Context: an optimization exercise on an open-source flow, tuned for small area, a short achievable clock period and few clock cycles. The choices shown serve that exercise and are no tape-out recipe.
In this exercise RTL edits were held to simulation tests only and were not proved equivalent to the original.
Power and IR drop assume default switching activity.

==> design.v <==
module neural(input  logic clk, reset, run_inference,
              output logic ready,
              output logic [9:0] RAM_address,
              output logic [7:0] RAM_wd,
              output logic RAM_we,
              input  logic [7:0] RAM_rd);
  localparam logic [2:0] K_NONE = 3'd0, K_N0 = 3'd1, K_L = 3'd2, K_N1 = 3'd3,
                         K_NS = 3'd4, K_SH = 3'd5, K_IN = 3'd6, K_MAC = 3'd7;
  localparam logic [2:0] S_IDLE = 3'd0, S_INP = 3'd1, S_NODE = 3'd2,
                         S_SWITCH = 3'd3, S_DONE = 3'd4, S_WR = 3'd5, S_WE = 3'd6;
  logic [2:0]  st;
  logic [3:0]  icnt;           
  logic [3:0]  A;              
  logic [4:0]  B;              
  logic [4:0]  Bn;             
  logic [2:0]  Lr;             
  logic [2:0]  s;              
  logic [9:0]  colbase;        
  logic [9:0]  nxtP;           
  logic        rb;             
  logic [4:0]  nj;             
  logic        ph;             
  logic [14:0] abv;            
  logic        shpend;         
  logic        nspend;         
  logic        nsdone;         
  logic [3:0]  wc0, wc1;       
  logic [2:0]  dk;
  logic [4:0]  dr;             
  logic        dfirst, dlast, dbias, dfin, dn0, doutl, drb, dendl;
  logic [2:0]  pk, rk, mk, ck;
  logic [3:0]  pr, rr;
  logic        pfirst, rfirst, mfirst, cfirst;
  logic        plast, rlast, mlast, clast, vlast;
  logic        pbias, rbias, pfin, rfin;
  logic        pn0, rn0, mn0, cn0, vn0;
  logic        poutl, routl, moutl, coutl, voutl;
  logic        prb, rrb, mrb, crb, vrb;
  logic        pendl, rendl, mendl, cendl, vendl;
  logic        vmac;
  logic [7:0]  X [0:14];
  logic [6:0]  Y [0:14];
  logic signed [7:0]  wq, xq;
  logic signed [15:0] pq;
  logic signed [18:0] acc;
  logic [3:0]  sh_n, sh_cur;
  logic signed [7:0] mx;
  logic [3:0]  idx;
  logic        gt;
  wire start = (st == S_IDLE) && run_inference;
  logic [3:0]  wcr;
  logic [14:0] nz, known, amask, me, cnd, low, rest;
  logic [3:0]  lowk;
  logic        lowknown;
  always_comb begin
    wcr = rb ? wc1 : wc0;
    for (int k = 0; k < 15; k++) begin
      nz[k]    = rb ? (Y[k] != 7'd0) : (X[k] != 8'd0);
      known[k] = (k < wcr);
      amask[k] = (k < A);
      me[k]    = amask[k] & (known[k] ? nz[k] : 1'b1);
    end
    cnd  = ph ? (me & abv) : me;
    low  = cnd & (~cnd + 15'd1);
    rest = cnd & (cnd - 15'd1);
    lowk = 4'd0;
    for (int k = 14; k >= 0; k--) if (low[k]) lowk = 4'(k);
    lowknown = |(low & known);
  end
  wire outl    = (s == Lr - 3'd1);
  wire shneed  = shpend && (s < Lr - 3'd1);
  wire lastnode = (nj == B);    
  always_ff @(posedge clk or posedge reset) begin
    if (reset) begin
      st <= S_IDLE; icnt <= 4'd0; s <= 3'd0; rb <= 1'b0; nj <= 5'd0; ph <= 1'b0;
      shpend <= 1'b0; nspend <= 1'b0; nsdone <= 1'b0; wc0 <= 4'd0; wc1 <= 4'd0;
      dk <= K_NONE; dr <= 5'd0; dfirst <= 1'b0; dlast <= 1'b0; dbias <= 1'b0;
      dfin <= 1'b0; dn0 <= 1'b0; doutl <= 1'b0; drb <= 1'b0; dendl <= 1'b0;
      A <= 4'd0; B <= 5'd0; Bn <= 5'd0; Lr <= 3'd0; colbase <= 10'd0; nxtP <= 10'd0;
      abv <= 15'd0;
      ready <= 1'b1; RAM_we <= 1'b0; RAM_wd <= 8'd0; RAM_address <= 10'd2;
      pk <= K_NONE; rk <= K_NONE; mk <= K_NONE; ck <= K_NONE; vmac <= 1'b0;
      pr <= 4'd0; rr <= 4'd0;
      pfirst <= 1'b0; rfirst <= 1'b0; mfirst <= 1'b0; cfirst <= 1'b0;
      plast <= 1'b0; rlast <= 1'b0; mlast <= 1'b0; clast <= 1'b0; vlast <= 1'b0;
      pbias <= 1'b0; rbias <= 1'b0; pfin <= 1'b0; rfin <= 1'b0;
      pn0 <= 1'b0; rn0 <= 1'b0; mn0 <= 1'b0; cn0 <= 1'b0; vn0 <= 1'b0;
      poutl <= 1'b0; routl <= 1'b0; moutl <= 1'b0; coutl <= 1'b0; voutl <= 1'b0;
      prb <= 1'b0; rrb <= 1'b0; mrb <= 1'b0; crb <= 1'b0; vrb <= 1'b0;
      pendl <= 1'b0; rendl <= 1'b0; mendl <= 1'b0; cendl <= 1'b0; vendl <= 1'b0;
      sh_n <= 4'd0; sh_cur <= 4'd0; mx <= -8'sd128; idx <= 4'd0; gt <= 1'b0;
    end else begin
      dk <= K_NONE; dfirst <= 1'b0; dlast <= 1'b0; dbias <= 1'b0; dfin <= 1'b0;
      dn0 <= 1'b0; doutl <= outl; drb <= rb; dendl <= 1'b0;
      case (st)
        S_IDLE: if (run_inference) begin
          dk <= K_L; st <= S_INP; icnt <= 4'd0; wc0 <= 4'd0; nsdone <= 1'b0;
          s <= 3'd1; rb <= 1'b0; wc1 <= 4'd0; nj <= 5'd0; ph <= 1'b0; shpend <= 1'b1;
          ready <= 1'b0; mx <= -8'sd128; idx <= 4'd0; gt <= 1'b0;
        end
        S_INP: begin
          if (!nsdone && icnt == 4'd1) begin
            dk <= K_NS; nspend <= 1'b1; nsdone <= 1'b1;
          end else if (icnt == 4'd0 || icnt < A) begin
            dk <= K_IN; dr <= {1'b0, icnt}; icnt <= icnt + 4'd1;
            if (nsdone && icnt + 4'd1 == A) st <= S_NODE;
          end else st <= S_NODE;
        end
        S_NODE: begin
          if (shneed && nj != 5'd0) begin
            dk <= K_SH; dr <= {1'b0, A} + 5'd1; shpend <= 1'b0;
          end else if (!ph) begin
            dk <= K_MAC; dr <= {1'b0, A}; dfirst <= 1'b1; dbias <= 1'b1;
            dlast <= (cnd == 15'd0); dn0 <= (nj == 5'd0);
            dendl <= (nj + 5'd1 == B);
            colbase <= (nj == 5'd0) ? nxtP : colbase + 10'd1;
            nj <= nj + 5'd1;
            abv <= 15'h7fff;
            if (cnd == 15'd0) begin
              if (nj + 5'd1 == B) st <= outl ? S_DONE : S_SWITCH;
            end else ph <= 1'b1;
          end else if (cnd == 15'd0) begin
            dk <= K_MAC; dfin <= 1'b1; dlast <= 1'b1; dn0 <= (nj == 5'd1);
            dendl <= lastnode; ph <= 1'b0;
            if (lastnode) st <= outl ? S_DONE : S_SWITCH;
          end else if (lowknown) begin
            dk <= K_MAC; dr <= {1'b0, lowk}; dlast <= (rest == 15'd0);
            dn0 <= (nj == 5'd1); dendl <= lastnode && (rest == 15'd0);
            abv <= rest;
            if (rest == 15'd0) begin
              ph <= 1'b0;
              if (lastnode) st <= outl ? S_DONE : S_SWITCH;
            end
          end
          if (!shneed) shpend <= 1'b0;
        end
        S_SWITCH: begin
          if (shneed) begin
            dk <= K_SH; dr <= {1'b0, A} + 5'd1; shpend <= 1'b0;
          end else if (!nspend) begin
            s <= s + 3'd1; A <= B[3:0]; B <= Bn; rb <= ~rb; nj <= 5'd0; ph <= 1'b0;
            if (rb) wc1 <= 4'd0; else wc0 <= 4'd0;
            st <= S_NODE;
            if (s + 3'd2 < Lr) begin    
              dk <= K_NS; nspend <= 1'b1; shpend <= 1'b1;
            end else shpend <= 1'b0;
          end
        end
        default: ;
      endcase
      pk <= dk; pr <= dr[3:0]; pfirst <= dfirst; plast <= dlast; pbias <= dbias;
      pfin <= dfin; pn0 <= dn0; poutl <= doutl; prb <= drb; pendl <= dendl;
      case (dk)
        K_L:   RAM_address <= 10'd0;
        K_NS:  RAM_address <= {7'd0, s} + 10'd2;
        K_IN:  RAM_address <= {8'(dr[3:0] - 4'd3) , 2'b11};
        K_MAC, K_SH: RAM_address <= colbase + 10'(dr * B);
        default: ;
      endcase
      if (dk == K_SH) nxtP <= colbase + 10'(dr * B) + 10'd1;
      rk <= pk; rr <= pr; rfirst <= pfirst; rlast <= plast; rbias <= pbias;
      rfin <= pfin; rn0 <= pn0; routl <= poutl; rrb <= prb; rendl <= pendl;
      if (start) begin
        RAM_address <= 10'd1; pk <= K_N0; rk <= K_N1;
      end
      mk <= rk; mfirst <= rfirst; mlast <= rlast; mn0 <= rn0; moutl <= routl;
      mrb <= rrb; mendl <= rendl;
      case (rk)
        K_N0: A <= RAM_rd[3:0];
        K_L:  begin Lr <= RAM_rd[2:0]; nxtP <= {2'b0, RAM_rd} + 10'd2; end
        K_N1: B <= RAM_rd[4:0];
        K_NS: begin nspend <= 1'b0; if (Lr != 3'd2) Bn <= RAM_rd[4:0]; end
        K_IN: wc0 <= wc0 + 4'd1;
        default: ;
      endcase
      ck <= mk; cfirst <= mfirst; clast <= mlast; cn0 <= mn0; coutl <= moutl;
      crb <= mrb; cendl <= mendl;
      if (mk == K_SH || (mk == K_NS && Lr == 3'd2)) sh_n <= wq[3:0];
      vmac <= (ck == K_MAC); vlast <= clast; vn0 <= cn0; voutl <= coutl;
      vrb <= crb; vendl <= cendl;
      if (vmac && vlast) begin
        if (vn0) sh_cur <= sh_n;
        if (voutl) begin
          if (y8 >= mx) begin mx <= y8; idx <= vrb ? wc0 : wc1; end
          if (y8 != -8'sd128) gt <= 1'b1;
        end
        if (vrb) wc0 <= wc0 + 4'd1; else wc1 <= wc1 + 4'd1;
        if (voutl && vendl) st <= S_WR;
      end
      if (st == S_WR) begin
        RAM_we <= 1'b1; RAM_address <= 10'd1023; RAM_wd <= {4'd0, gt ? idx : 4'd15};
        st <= S_WE;
      end
      if (st == S_WE) begin
        RAM_we <= 1'b0; RAM_address <= 10'd2; ready <= 1'b1; st <= S_IDLE;
      end
    end
  end
  always_ff @(posedge clk) begin
    wq <= RAM_rd;
    xq <= rbias ? 8'sd5 : rfin ? 8'sd0 : (rrb ? {1'b0, Y[rr]} : X[rr]);
    pq <= wq * xq;
    if (ck == K_MAC) acc <= cfirst ? 19'(pq) : acc + 19'(pq);
  end
  wire [3:0] sh_use = vn0 ? sh_n : sh_cur;
  wire signed [18:0] shv = acc >>> sh_use;
  wire signed [7:0] y8 = (shv > 19'sd127) ? 8'sd127 : (shv < -19'sd128) ? -8'sd128 : shv[7:0];
  wire [6:0] y7 = y8[7] ? 7'd0 : y8[6:0];
  wire hw = vmac && vlast && !voutl;
  always_ff @(posedge clk) begin
    for (int k = 0; k < 15; k++) begin
      if (rk == K_IN && wc0 == 4'(k)) X[k] <= RAM_rd;
      else if (hw && vrb && wc0 == 4'(k)) X[k] <= {1'b0, y7};
      if (hw && !vrb && wc1 == 4'(k)) Y[k] <= y7;
    end
  end
endmodule
==> run.sh <==
#!/bin/bash
# synth_recipe.tcl (not shown) runs the flow's synth.tcl, then flattens the netlist and writes it again
# the make line also repeats each setting of config.mk as NAME=value (left out here)
make -C /OpenROAD-flow-scripts/flow DESIGN_CONFIG=/design/flow/config.mk WORK_HOME=/design/flow/orfs CLKGATE_MAP_FILE= SYNTH_SCRIPT=/design/flow/synth_recipe.tcl finish
==> config.mk <==
export PLATFORM = sky130hd
export DESIGN_NAME = neural
export DESIGN_NICKNAME = neural
export VERILOG_FILES = /design/flow/design.v
export SDC_FILE = /design/flow/constraint.sdc
export NUM_CORES = 4
export LEC_CHECK = 0
export CAP_MARGIN = 20
export CORE_MARGIN = 2
export CORE_UTILIZATION = 40
export SLEW_MARGIN = 20
==> constraint.sdc <==
create_clock -name core_clock -period 20.0 [get_ports {clk}]
set_input_delay 4.0000 -clock core_clock [delete_from_list [all_inputs] [get_ports {clk}]]
set_output_delay 4.0000 -clock core_clock [all_outputs]
set_load 0.01 [all_outputs]
==> impl_metrics.json <==
{
  "rsz0062_at_grt": "no",
  "crit_type": "in2reg",
  "finalHoldViolations": 0,
  "die_area_sq_um": 69000,
  "cts.clk_slew.worst_paths_ps": 60,
  "via_count": 21258,
  "synth.avg_cell_area_sq_um": 10.2,
  "fmax_ghz": 0.162,
  "hp-class": "reg2reg",
  "grt_pass1_vias": 20683,
  "yosysSeqAreaShare_pct": 47.0,
  "htreeDepth": 2,
  "status": "complete, no violations",
  "worstSkewPairLatency_ps": 610,
  "fin_util_pct": 45.1,
  "setup_viol": 0,
  "root_buffer": "clkbuf_16",
  "ant_nets": 0,
  "drc": 0,
  "drtIter0Drc": 2466,
  "synth_ff_type": "edfxtp_1",
  "async_reset_ff_share_pct": 40.0,
  "cp-end-kind": "register",
  "portBuffers": 26,
  "dp_hpwl_mm": 60.9,
  "antenna_cells": 0,
  "arrival_ps": 6620,
  "grt_pass1_wl_mm": 128,
  "grt_antenna_before_repair": 3,
  "drive_gt1_share_pct": 7.56,
  "crit_path_start_kind": "input port",
  "yosys_warnings": 3,
  "nFillCells": 6106,
  "power.total_uw": 6180,
  "powerDensity_nw_per_um2": 208,
  "leakage_uw": 0.0116,
  "drt-vias-per-instance": 6.06,
  "grt.overflow.total": 0,
  "drv_cap": 0,
  "syn-cell-area_sq_um": 26800,
  "setup_tns_ps": 0,
  "crit_required_ps": 20460,
  "die_height_um": 263,
  "synth.top_cell.area_share_pct": 27.4,
  "maxSlewHeadroom_pct": 25.2,
  "synth_edf_count": 244,
  "finalNetCount": 2796,
  "die_w_um": 263,
  "syn_inst": 2622,
  "vdd_drop_max_mv": 0.298,
  "track_usage_pct": 24.1,
  "drt-pass1-iter-count": 10,
  "period_share_pct": 30.8,
  "yosysMostFrequentCell": "nand2_1",
  "wl_mm": 84.0,
  "start_util_pct": 40.6,
  "cts_buffer_depth": 3,
  "grt_max_degree": 131,
  "netlist_top_cells_area": "edfxtp_1 27%, dfrtp_1 17%, fa_1 5.5%, ha_1 5.0%, nand2_1 4.6%",
  "ios": 31,
  "ctsHoldBuffers": 0,
  "synthDistinctLibCells": 85,
  "tritoncts": "done",
  "numCtsBuffers": 53,
  "finalMaxSlewViolations": 0,
  "cts_setup_buffers": 0,
  "gp_congestion": 1.01,
  "clock-skew-final_ps": 21.9,
  "area_growth_pct": 11.2,
  "tightest_slew_ps": 1120,
  "min_period_ps": 6160,
  "synth-seq-cells": 460,
  "synthTopCellsByCount": "325 x nand2_1, 244 x edfxtp_1, 181 x dfrtp_1, 174 x nor2_1, 144 x inv_1",
  "cts_resized": 0,
  "rows": 94,
  "fp.coreArea_sq_um": 66000,
  "yosys.area.top_type": "edfxtp_1",
  "path_max_fanout": 11,
  "clock_sinks": 460,
  "wl_per_cell_um": 23.9
}
==> worst max-delay path: stages <==
cell and delay [ps]:
clkdlybuf4s50_1 460, nor2b_1 510, nand2b_1 220, o31a_1 160
nor2_1 310, nand3_1 540, mux2i_1 320, o21ai_0 90
==> state kept, by name, summed over array words and instances (netlist names), 5 cells and up <==
signal,count
B,5
nxtP,10
RAM_address,10
dr,5
colbase,10
Bn,5
mx,8
Y,105
wq,8
X,120
abv,15
nj,5
xq,8
pq,16
acc,19
==> routing by layer <==
metal | up-vias | share of wire (%) | GRT usage, %
li1 | 9468 | - | -
met3 | 171 | 9.5 | 4.51
met1 | 10541 | 42 | 33.9
met5 | - | 0.049 | 0
met4 | 6 | 3.0 | 7.16
met2 | 1072 | 45 | 38.0
==> stage by stage <==
| step | cell area (sq um) | hold WS [ps] | instances | setup slack [ps] |
|---|---|---|---|---|
| 2_1_floorplan | 26800 | 331 | 2625 | 11000 |
| 3_3_place_gp | 28000 | 332 | 3414 | 13410 |
| 3_5_place_dp | 28000 | 335 | 3414 | 13270 |
| 4_1_cts | 29800 | 345 | 3510 | 13910 |
| 5_1_grt | 29700 | 348 | 3510 | 13680 |
| 6_report | 29700 | 340 | 3510 | 13840 |
==> final cells by class <==
class	count	area (sq um)	area share, %
multi-input combinational	1873	13100	44.2
clock inverter	28	289	0.972
timing repair buffer	73	608	2.04
tap	864	1080	3.63
clock buffer	68	1500	5.04
sequential	460	12600	42.3
inverter	144	548	1.84
==> cells by family (layout without fill, tap and decap cells) <==
family	Yosys count	count (layout)	share of synthesized area [%]
compound gates	615	615	15.7
xor+xnor	71	71	2.32
fa+ha+maj	181	181	10.5
buf+inv	292	313	4.30
flops	460	460	47.0
mux	85	85	3.51
other cells	1	4	0.0140
simple gates	917	917	16.6
==> cell usage in the layout (no fill, tap or decap), types with 14 or more instances in the layout <==
master	instances
a31oi_1	14
o31ai_1	99
fa_1	73
clkdlybuf4s50_1	25
dfxtp_1	32
nand3_1	72
a221oi_1	17
edfxtp_1	244
nor3_1	47
mux2i_1	58
a22o_1	23
o22ai_1	15
nand2b_1	33
ha_1	107
nor2b_1	31
a21oi_1	106
o21ai_0	130
buf_4	47
nor2_1	171
xnor2_1	42
nand4_1	21
inv_1	143
nand2_1	325
dfrtp_1	180
and2_1	89
mux2_2	20
and3_1	19
nor4_1	38
clkbuf_16	58
a222oi_1	15
xor2_1	29
a22oi_1	50
a211oi_1	19
==> final timing paths <==
kind,start,endpoint,slack (ps),cells past startpoint
max,run_inference,A[0],13840,8
min in group asynchronous,reset,colbase[9],3930,2
min reg2reg,mendl,cendl,340,0
max in group asynchronous,reset,rrb,14740,3
min,mendl,cendl,340,0
max reg2reg,vn0,mx[3],14220,23
==> power by group <==
part / switching, uW / internal (uW) / total [uW]
clock network: 407 / 595 / 1000
registers: 262 / 1340 / 1600
logic: 2180 / 1400 / 3580
Testbench counts, summed over its fixed seeds: cycles 33,206.

## afterwards: timing with drivers on the ports
How much do the figures lean on ideal ports? The routed layout below was timed once more, with nothing changed but the port constraints.
Step 1, drivers: a clkbuf_16 drives clk and a buf_2 each remaining input, both assumed.
Step 2 also shifts input and output timing later by t, the mid clock arrival at the registers, as if the neighbouring blocks saw the same clock.
Three values: ideal ports, drivers, drivers and shift; two values: the first two.
t (ns): 0.654
slack for setup (ns): 13.841 / 13.867 / 13.213
clock arrival spread, ns: 0.023 / 0.022
After both steps setup and hold are still met in this run. For this run, drivers alone change the setup slack by +0.026 ns; drivers and shift together by -0.628 ns.
